Source: an optimization exercise on an open RTL-to-GDS flow (aim: small area). Production flows keep margins and buffers that such runs may drop. Where RTL was checked, it was by simulation tests only, not by an equivalence proof against the original. Power is estimated from default activity; no workload was simulated.

## wip/tundra
==> flow/design.v (excerpt) <==
module systolic_array_3x3(
    input clk,
    input rst,
    input [71:0] a,
    input [71:0] b,
    output [143:0] c
);
Size: about 1500 cells after synthesis, ~180 flip-flops, ~290 I/O pins.
clock: 8.0 ns
lec_check: 0
cap_margin: 20
core_margin: 2
core_utilization: 40
cts_buf_list: sky130_fd_sc_hd__clkbuf_8
place_density: 0.6
slew_margin: 20
synth_hierarchical: 1
buffer_ports_args: -buffer_cell sky130_fd_sc_hd__buf_1
cts_args: -sink_clustering_enable -repair_clock_nets -buf_list sky130_fd_sc_hd__clkbuf_8 -dont_use_dummy_load
gpl_keep_overflow: 0
standard.sh (not shown) runs the stock make flow with config.mk's settings and CLKGATE_MAP_FILE= SYNTH_SCRIPT=/design/flow/synth_recipe.tcl, a recipe that flattens the netlist after the stock synthesis.
==> flow/flow/run.sh <==
#!/bin/bash
# Own layout flow: the standard ORFS flow (standard.sh, unchanged
# synthesis) with three placement/clock-tree settings changed:
#  - the port buffers use the smallest buffer cell instead of the default;
#  - the clock tree is built from clkbuf_8 cells without dummy loads;
#  - buffers that timing-driven global placement adds as a trial are not kept.
# ORFS keeps each step's full log under orfs/logs/; make's own output goes to
# standard_flow.log in this folder.
set -euo pipefail
cat >> config.mk <<'EOM'
export BUFFER_PORTS_ARGS = -buffer_cell sky130_fd_sc_hd__buf_1
export CTS_ARGS = -sink_clustering_enable -repair_clock_nets -buf_list sky130_fd_sc_hd__clkbuf_8 -dont_use_dummy_load
export GPL_KEEP_OVERFLOW = 0
EOM
bash standard.sh > standard_flow.log 2>&1
Modified inputs, wip/maple compared to wip/tundra
--- a/flow/design.v
+++ b/flow/design.v
@@ -1,49 +1,47 @@
 module systolic_array_3x3(
     input clk,
     input rst,
     input [71:0] a,
     input [71:0] b,
     output [143:0] c
 );
-reg [7:0] a10n, a11n, a12n, a20n, b01n, b11n, b21n, b02n;
-reg [7:0] a00, a01, a02, b00, b10, b20;
-wire [7:0] a00n = ~a00, a01n = ~a01, a02n = ~a02, b00n = ~b00, b10n = ~b10, b20n = ~b20;
+reg [7:0] a00n, a01n, a02n, a10n, a11n, a12n, a20n, b00n, b10n, b20n, b01n, b11n, b21n, b02n;
 reg [15:0] c11, c12, c21, c22;
 wire [15:0] c00, c01, c02, c10, c20;
 wire [15:0] n11, n12, n21, n22;
 always @(posedge clk or posedge rst) begin
     if (rst) begin
-        a00 <= 8'd0;
-        a01 <= 8'd0;
-        a02 <= 8'd0;
+        a00n <= 8'hff;
+        a01n <= 8'hff;
+        a02n <= 8'hff;
         a10n <= 8'hff;
         a11n <= 8'hff;
         a12n <= 8'hff;
         a20n <= 8'hff;
-        b00 <= 8'd0;
-        b10 <= 8'd0;
-        b20 <= 8'd0;
+        b00n <= 8'hff;
+        b10n <= 8'hff;
+        b20n <= 8'hff;
         b01n <= 8'hff;
         b11n <= 8'hff;
         b21n <= 8'hff;
         b02n <= 8'hff;
         c11 <= 16'd0; c12 <= 16'd0; c21 <= 16'd0; c22 <= 16'd0;
     end else begin
-        a00 <= a[7:0];
-        a01 <= a[15:8];
-        a02 <= a[23:16];
+        a00n <= ~a[7:0];
+        a01n <= ~a[15:8];
+        a02n <= ~a[23:16];
         a10n <= a00n;
         a11n <= a01n;
         a12n <= a02n;
         a20n <= a10n;
-        b00 <= b[7:0];
-        b10 <= b[31:24];
-        b20 <= b[55:48];
+        b00n <= ~b[7:0];
+        b10n <= ~b[31:24];
+        b20n <= ~b[55:48];
         b01n <= b00n;
         b11n <= b10n;
         b21n <= b20n;
         b02n <= b01n;
         c11 <= n11; c12 <= n12; c21 <= n21; c22 <= n22;
     end
 end
 assign c = {c22, c21, c20, c12, c11, c10, c02, c01, c00};
==> comparison <==
wip/maple finished all stages; the layout is clean. wip/maple vs. wip/tundra: final cell count stayed essentially flat; fmax rose by 0.70%; global-route wire length before repair fell by about 0.7%. NOTE internal power component wip/tundra->wip/maple increased slightly. wip/tundra → wip/maple: design area stayed essentially flat; setup slack rose by 0.053 ns; number of vias per cell fell by about 0.9%; wire length reported by the detailed router fell by 450 um; count of standard-cell rows stayed essentially flat. Per the comparison of wip/maple with wip/tundra, met1 track demand over resource went up by 0.41 points; sequential share of cell area went up by 0.28 points; post-route total power went up by 0.86%. Compared with wip/tundra, wip/maple shows a lower number of cells on the critical path. Post-route clock period utilization delta for wip/maple relative to wip/tundra: 0.67 points lower. For wip/tundra, the slowest stage cell on the critical path was sky130_fd_sc_hd__inv_1, unlike wip/maple, where it was sky130_fd_sc_hd__dfstp_2.


AL:
Another version of the RTL of systolic_array_3x3 (not shown whole).
Size: ~1500 cells after synthesis, about 290 I/O pins.
## systolic_array_3x3
module systolic_array_3x3(
    input clk,
    input rst,
    input [71:0] a,
    input [71:0] b,
    output [143:0] c
);
reg [7:0] a00, a01, a02, a10, a11, a12, a20, b00, b10, b20, b01, b11, b21, b02;
wire [7:0] a00n = ~a00, a01n = ~a01, a02n = ~a02, a10n = ~a10, a11n = ~a11, a12n = ~a12, a20n = ~a20, b00n = ~b00, b10n = ~b10, b20n = ~b20, b01n = ~b01, b11n = ~b11, b21n = ~b21, b02n = ~b02;
reg [15:0] c11, c12, c21, c22;
wire [15:0] c00, c01, c02, c10, c20;
wire [15:0] n11, n12, n21, n22;
always @(posedge clk or posedge rst) begin
    if (rst) begin
        a00 <= 8'd0;
        a01 <= 8'd0;
        a02 <= 8'd0;
        a10 <= 8'd0;
        a11 <= 8'd0;
        a12 <= 8'd0;
        a20 <= 8'd0;
        b00 <= 8'd0;
        b10 <= 8'd0;
        b20 <= 8'd0;
        b01 <= 8'd0;
        b11 <= 8'd0;
        b21 <= 8'd0;
        b02 <= 8'd0;
        c11 <= 16'd0; c12 <= 16'd0; c21 <= 16'd0; c22 <= 16'd0;
    end else begin
        a00 <= a[7:0];
        a01 <= a[15:8];
        a02 <= a[23:16];
        a10 <= a00;
        a11 <= a01;
        a12 <= a02;
        a20 <= a10;
        b00 <= b[7:0];
        b10 <= b[31:24];
        b20 <= b[55:48];
        b01 <= b00;
        b11 <= b10;
        b21 <= b20;
        b02 <= b01;
        c11 <= n11; c12 <= n12; c21 <= n21; c22 <= n22;
    end
end
assign c = {c22, c21, c20, c12, c11, c10, c02, c01, c00};
wire p1;
wire p2;
wire p3;
wire p4;
wire p5;
wire p6;
wire p7;
wire p8;
wire p9;
wire p10;
wire p11;
wire p12;
wire p13;
wire p14;
wire p15;
wire p16;
  ...
Settings: LEC_CHECK=0, CAP_MARGIN=20, CORE_MARGIN=2, CORE_UTILIZATION=40, PLACE_DENSITY=0.6, SLEW_MARGIN=20, SYNTH_HIERARCHICAL=1; clock period 8.0 ns.
run.sh (not shown) runs the stock make flow with config.mk's settings and CLKGATE_MAP_FILE= SYNTH_SCRIPT=/design/flow/synth_recipe.tcl, a recipe that flattens the netlist after the stock synthesis.
Stock flow here: none of the scripts above is used.
AL closes out successfully: all stages finished, all timing, DRC and antenna checks passed.
### AL -> JK
diff --git a/flow/design.v b/flow/design.v
--- a/flow/design.v
+++ b/flow/design.v
@@ -1,54 +1,53 @@
 module systolic_array_3x3(
     input clk,
     input rst,
     input [71:0] a,
     input [71:0] b,
     output [143:0] c
 );
-reg [7:0] a00, a01, a02, a10, a11, a12, a20, b00, b10, b20, b01, b11, b21, b02;
-wire [7:0] a00n = ~a00, a01n = ~a01, a02n = ~a02, a10n = ~a10, a11n = ~a11, a12n = ~a12, a20n = ~a20, b00n = ~b00, b10n = ~b10, b20n = ~b20, b01n = ~b01, b11n = ~b11, b21n = ~b21, b02n = ~b02;
+reg [7:0] a00n, a01n, a02n, a10n, a11n, a12n, a20n, b00n, b10n, b20n, b01n, b11n, b21n, b02n;
 reg [15:0] c11, c12, c21, c22;
 wire [15:0] c00, c01, c02, c10, c20;
 wire [15:0] n11, n12, n21, n22;
 always @(posedge clk or posedge rst) begin
     if (rst) begin
-        a00 <= 8'd0;
-        a01 <= 8'd0;
-        a02 <= 8'd0;
-        a10 <= 8'd0;
-        a11 <= 8'd0;
-        a12 <= 8'd0;
-        a20 <= 8'd0;
-        b00 <= 8'd0;
-        b10 <= 8'd0;
-        b20 <= 8'd0;
-        b01 <= 8'd0;
-        b11 <= 8'd0;
-        b21 <= 8'd0;
-        b02 <= 8'd0;
+        a00n <= 8'hff;
+        a01n <= 8'hff;
+        a02n <= 8'hff;
+        a10n <= 8'hff;
+        a11n <= 8'hff;
+        a12n <= 8'hff;
+        a20n <= 8'hff;
+        b00n <= 8'hff;
+        b10n <= 8'hff;
+        b20n <= 8'hff;
+        b01n <= 8'hff;
+        b11n <= 8'hff;
+        b21n <= 8'hff;
+        b02n <= 8'hff;
         c11 <= 16'd0; c12 <= 16'd0; c21 <= 16'd0; c22 <= 16'd0;
     end else begin
-        a00 <= a[7:0];
-        a01 <= a[15:8];
-        a02 <= a[23:16];
-        a10 <= a00;
-        a11 <= a01;
-        a12 <= a02;
-        a20 <= a10;
-        b00 <= b[7:0];
-        b10 <= b[31:24];
-        b20 <= b[55:48];
-        b01 <= b00;
-        b11 <= b10;
-        b21 <= b20;
-        b02 <= b01;
+        a00n <= ~a[7:0];
+        a01n <= ~a[15:8];
+        a02n <= ~a[23:16];
+        a10n <= a00n;
+        a11n <= a01n;
+        a12n <= a02n;
+        a20n <= a10n;
+        b00n <= ~b[7:0];
+        b10n <= ~b[31:24];
+        b20n <= ~b[55:48];
+        b01n <= b00n;
+        b11n <= b10n;
+        b21n <= b20n;
+        b02n <= b01n;
         c11 <= n11; c12 <= n12; c21 <= n21; c22 <= n22;
     end
 end
 assign c = {c22, c21, c20, c12, c11, c10, c02, c01, c00};
 wire p1;
 wire p2;
 wire p3;
 wire p4;
 wire p5;
 wire p6;
[summary]
Relative to AL, routed wire length has gone up in JK. Relative area change from synthesis to final layout (lower): JK. The final reports for JK and AL show clock power lower in the former. Buffers plus inverters on the worst setup path: JK < AL. As far as number of clock sinks is concerned, AL and JK perform about the same.
For AL, only the layout was checked, not whether the RTL still works.

==> afterwards: timing with drivers on the ports <==
No port has a modelled driver above. Below, the same layouts with a new extraction and two added sets of constraints.
Step 1, drivers: a clkbuf_16 drives clk and a buf_2 each remaining input, both assumed.
Step 2, shift: input delay + t, output delay - t, t = (earliest + latest rising clock arrival at the registers) / 2. This alone moves slack from input paths to output paths.
Three values: ideal, step 1, step 2; two values: the first two.
run | t (ns) | setup WS [ns] | hold WS [ns]
wip/tundra | 0.595 | 0.291 / 0.242 / 0.629 | 0.435 / 0.435 / 0.435
wip/maple | 0.591 | 0.344 / 0.297 / 0.714 | 0.425 / 0.425 / 0.425
AL | 0.512 | 0.046 / -0.012 / 0.501 | 0.373 / 0.373 / 0.373
JK | 0.541 | 0.042 / -0.012 / 0.529 | 0.403 / 0.403 / 0.403
After both steps setup and hold are still met in every run listed.
